This is an optimization exercise on Yosys and OpenROAD, whose aim is small area and a short achievable clock period, not a production implementation.
The RTL was checked by simulation tests, not by an equivalence proof against the original design.
No activity file was given, so power comes from the tool's default toggle rates.

== juniper ==
==> module pgen0, before the edit <==
module pgen0 (input wire a, b, inv, output wire ng, nt, p);
	wire bx;
	xor2m x (.a(b), .b(inv), .y(bx));
	gtbit0 gt (.a(a), .b(bx), .ci(inv), .ng(ng), .nt(nt), .p(p));
endmodule
==> module gtbit0, before the edit <==
module gtbit0 (input wire a, b, ci, output wire ng, nt, p);
	wire ng0;
	assign ng0 = ~(a & b);
	assign nt = ~(a | b);
	xor2m pp (.a(a), .b(b), .y(p));
	gtn2p1 cg (.ng(ng0), .nt(nt), .nci(~ci), .ngo(ng));
endmodule
==> module gtn2p1, before the edit <==
module gtn2p1 (input wire ng, nt, nci, output wire ngo);
	assign ngo = ng & (nt | nci);
endmodule
==> module rd8, before the edit <==
module rd8 (input wire [7:0] s, q, output wire o);
	assign o = |(s & q);
endmodule
==> module reg_alu, before the edit <==
module reg_alu (input wire clk, reset, sel, wr, input wire [1:0] op, input wire [2:0] rd_addr_a,
		rd_addr_b, wr_addr, input wire [15:0] d_in, output wire [15:0] d_out_a, d_out_b, output wire cout);
	wire [15:0] wdata;
	wire [7:0] ld, nld, ra0, ra1, rb0, rb1;
	wire [127:0] y;
	reg [15:0] r0, r1, r2, r3, r4, r5, r6, r7;
	wire [127:0] q = {r7, r6, r5, r4, r3, r2, r1, r0};
	wrdec wdec (.reset(reset), .wr(wr), .addr(wr_addr), .ld(ld), .nld(nld));
	dec3 adec0 (.addr(rd_addr_a), .y(ra0));
	dec3 adec1 (.addr(rd_addr_a), .y(ra1));
	dec3 bdec0 (.addr(rd_addr_b), .y(rb0));
	dec3 bdec1 (.addr(rd_addr_b), .y(rb1));
	genvar i, j;
	generate
		for (i = 0; i < 8; i = i + 1) begin : row
			for (j = 0; j < 16; j = j + 1) begin : col
				hold1 h (.ld(ld[i]), .nld(nld[i]), .d(wdata[j]), .q(q[16*i+j]), .y(y[16*i+j]));
			end
		end
		for (j = 0; j < 16; j = j + 1) begin : rd
			rd8 ma (.s(j < 8 ? ra0 : ra1), .q({q[112+j], q[96+j], q[80+j], q[64+j], q[48+j], q[32+j], q[16+j], q[j]}), .o(d_out_a[j]));
			rd8 mb (.s(j < 8 ? rb0 : rb1), .q({q[112+j], q[96+j], q[80+j], q[64+j], q[48+j], q[32+j], q[16+j], q[j]}), .o(d_out_b[j]));
		end
	endgenerate
	always @(posedge clk) begin
		r0 <= y[15:0];
		r1 <= y[31:16];
		r2 <= y[47:32];
		r3 <= y[63:48];
		r4 <= y[79:64];
		r5 <= y[95:80];
		r6 <= y[111:96];
		r7 <= y[127:112];
	end
	alu calc (.reset(reset), .sel(sel), .op(op), .a(d_out_a), .b(d_out_b), .d(d_in), .w(wdata), .cout(cout));
endmodule
export LEC_CHECK = 0
export ABC_CLOCK_PERIOD_IN_PS = 5000
export CAP_MARGIN = 20
export CORE_MARGIN = 2
export CORE_UTILIZATION = 40
export CTS_BUF_LIST = sky130_fd_sc_hd__clkbuf_8
export SETUP_SLACK_MARGIN = 4.5
export SLEW_MARGIN = 20
export SYNTH_HIERARCHICAL = 1
export BUFFER_PORTS_ARGS = -buffer_cell sky130_fd_sc_hd__buf_1
create_clock -name core_clock -period 12.0 [get_ports {clk}]
standard.sh (not shown) runs the stock make flow with config.mk's settings and CLKGATE_MAP_FILE= SYNTH_SCRIPT=/design/flow/synth_recipe.tcl, a recipe that flattens the netlist after the stock synthesis.
==> flow/flow/run.sh <==
#!/bin/bash
set -e
echo 'export BUFFER_PORTS_ARGS = -buffer_cell sky130_fd_sc_hd__buf_1' >> config.mk
bash standard.sh > standard.log 2>&1
For nickel, these inputs were changed with respect to juniper:
diff --git a/flow/design.v b/flow/design.v
--- a/flow/design.v
+++ b/flow/design.v
@@ -69,21 +69,16 @@
 	xor2m pp (.a(a), .b(b), .y(p));
 endmodule
 module pgen0 (input wire a, b, inv, output wire ng, nt, p);
 	wire bx;
 	xor2m x (.a(b), .b(inv), .y(bx));
-	gtbit0 gt (.a(a), .b(bx), .ci(inv), .ng(ng), .nt(nt), .p(p));
+	xor2m pp (.a(a), .b(bx), .y(p));
+	ngc0 cg (.a(a), .b(b), .ci(inv), .ng(ng));
+	assign nt = ~(a | bx);
 endmodule
-module gtbit0 (input wire a, b, ci, output wire ng, nt, p);
-	wire ng0;
-	assign ng0 = ~(a & b);
-	assign nt = ~(a | b);
-	xor2m pp (.a(a), .b(b), .y(p));
-	gtn2p1 cg (.ng(ng0), .nt(nt), .nci(~ci), .ngo(ng));
-endmodule
-module gtn2p1 (input wire ng, nt, nci, output wire ngo);
-	assign ngo = ng & (nt | nci);
+module ngc0 (input wire a, b, ci, output wire ng);
+	assign ng = ~((a & (b | ci)) | (ci & ~b));
 endmodule
 module gtn2p (input wire ngh, nth, ngl, ntl, output wire g, t);
 	assign g = ~(ngh & (nth | ngl));
 	assign t = ~(nth | ntl);
 endmodule
@@ -125,34 +120,38 @@
 endmodule
 module hold1 (input wire ld, nld, d, q, output wire y);
 	assign y = (ld & d) | (nld & q);
 endmodule
 module rd8 (input wire [7:0] s, q, output wire o);
-	assign o = |(s & q);
+	wire y0, y1;
+	aoi222 u0 (.a0(s[0]), .b0(q[0]), .a1(s[1]), .b1(q[1]), .a2(s[2]), .b2(q[2]), .y(y0));
+	aoi222 u1 (.a0(s[3]), .b0(q[3]), .a1(s[4]), .b1(q[4]), .a2(s[5]), .b2(q[5]), .y(y1));
+	assign o = ~(y0 & y1 & ~((s[6] & q[6]) | (s[7] & q[7])));
+endmodule
+module aoi222 (input wire a0, b0, a1, b1, a2, b2, output wire y);
+	assign y = ~((a0 & b0) | (a1 & b1) | (a2 & b2));
 endmodule
 module reg_alu (input wire clk, reset, sel, wr, input wire [1:0] op, input wire [2:0] rd_addr_a,
 		rd_addr_b, wr_addr, input wire [15:0] d_in, output wire [15:0] d_out_a, d_out_b, output wire cout);
 	wire [15:0] wdata;
-	wire [7:0] ld, nld, ra0, ra1, rb0, rb1;
+	wire [7:0] ld, nld, ra, rb;
 	wire [127:0] y;
 	reg [15:0] r0, r1, r2, r3, r4, r5, r6, r7;
 	wire [127:0] q = {r7, r6, r5, r4, r3, r2, r1, r0};
 	wrdec wdec (.reset(reset), .wr(wr), .addr(wr_addr), .ld(ld), .nld(nld));
-	dec3 adec0 (.addr(rd_addr_a), .y(ra0));
-	dec3 adec1 (.addr(rd_addr_a), .y(ra1));
-	dec3 bdec0 (.addr(rd_addr_b), .y(rb0));
-	dec3 bdec1 (.addr(rd_addr_b), .y(rb1));
+	dec3 adec (.addr(rd_addr_a), .y(ra));
+	dec3 bdec (.addr(rd_addr_b), .y(rb));
 	genvar i, j;
 	generate
 		for (i = 0; i < 8; i = i + 1) begin : row
 			for (j = 0; j < 16; j = j + 1) begin : col
 				hold1 h (.ld(ld[i]), .nld(nld[i]), .d(wdata[j]), .q(q[16*i+j]), .y(y[16*i+j]));
 			end
 		end
 		for (j = 0; j < 16; j = j + 1) begin : rd
-			rd8 ma (.s(j < 8 ? ra0 : ra1), .q({q[112+j], q[96+j], q[80+j], q[64+j], q[48+j], q[32+j], q[16+j], q[j]}), .o(d_out_a[j]));
-			rd8 mb (.s(j < 8 ? rb0 : rb1), .q({q[112+j], q[96+j], q[80+j], q[64+j], q[48+j], q[32+j], q[16+j], q[j]}), .o(d_out_b[j]));
+			rd8 ma (.s(ra), .q({q[112+j], q[96+j], q[80+j], q[64+j], q[48+j], q[32+j], q[16+j], q[j]}), .o(d_out_a[j]));
+			rd8 mb (.s(rb), .q({q[112+j], q[96+j], q[80+j], q[64+j], q[48+j], q[32+j], q[16+j], q[j]}), .o(d_out_b[j]));
 		end
 	endgenerate
 	always @(posedge clk) begin
 		r0 <= y[15:0];
 		r1 <= y[31:16];
[summary]
The final layout from nickel, which completed every stage, passed the timing, DRC and antenna checks at the end of the flow. Via count of the routed design in nickel is about 0.8% lower than in juniper. The core utilization was comparable across nickel and juniper. From juniper to nickel the numbers moved as follows: relative contribution of combinational cells to total power now smaller, multi-input gate share of the layout cell area fell by 1.7 points, slack of the worst reg-to-reg path shows a reduction of 170 ps. Compared with juniper, in nickel number of cells after detailed placement -77; routed wire length on met3 +19%; fraction of area in registers +1.4 points; final period demand of the worst path +27 ps; total power -about 1.6%. Going from juniper to nickel, number of instances in the synthesized netlist decreased by 8.0% relative to the old numbers; total of plain and repair buffers excluding clock buffers increased by about 2.5% relative to the old numbers; area after synthesis decreased by 4.0% relative to the old numbers; wire length increased by about 1% relative to the old numbers.

[static timing again, ports no longer ideal]
Ports are ideal in the flow. The routed layouts listed here were re-timed in OpenROAD.
Step 1: set_driving_cell puts a clkbuf_16 on clk and a buf_2 on each other input, an assumption about the parent block.
Step 2 adds t to the input delays and takes it off the output delays; t is the mean of the earliest and latest rising clock arrival at the registers after step 1. Input paths then give back, and output paths get back, about the clock's delay inside the block.
Slacks: ideal ports / drivers / drivers and shift; pairs: ideal ports / drivers.
run	shift t [ns]	setup WS [ns]	latest minus earliest clock arrival (ns)
juniper	0.468	4.648 / 4.601 / 4.601	0.010 / 0.010
nickel	0.469	4.622 / 4.596 / 4.596	0.010 / 0.010
After both steps setup and hold are still met in every run listed. The setup slack of juniper, which loses most, moves by -0.047 ns with the drivers and by -0.047 ns with both steps.
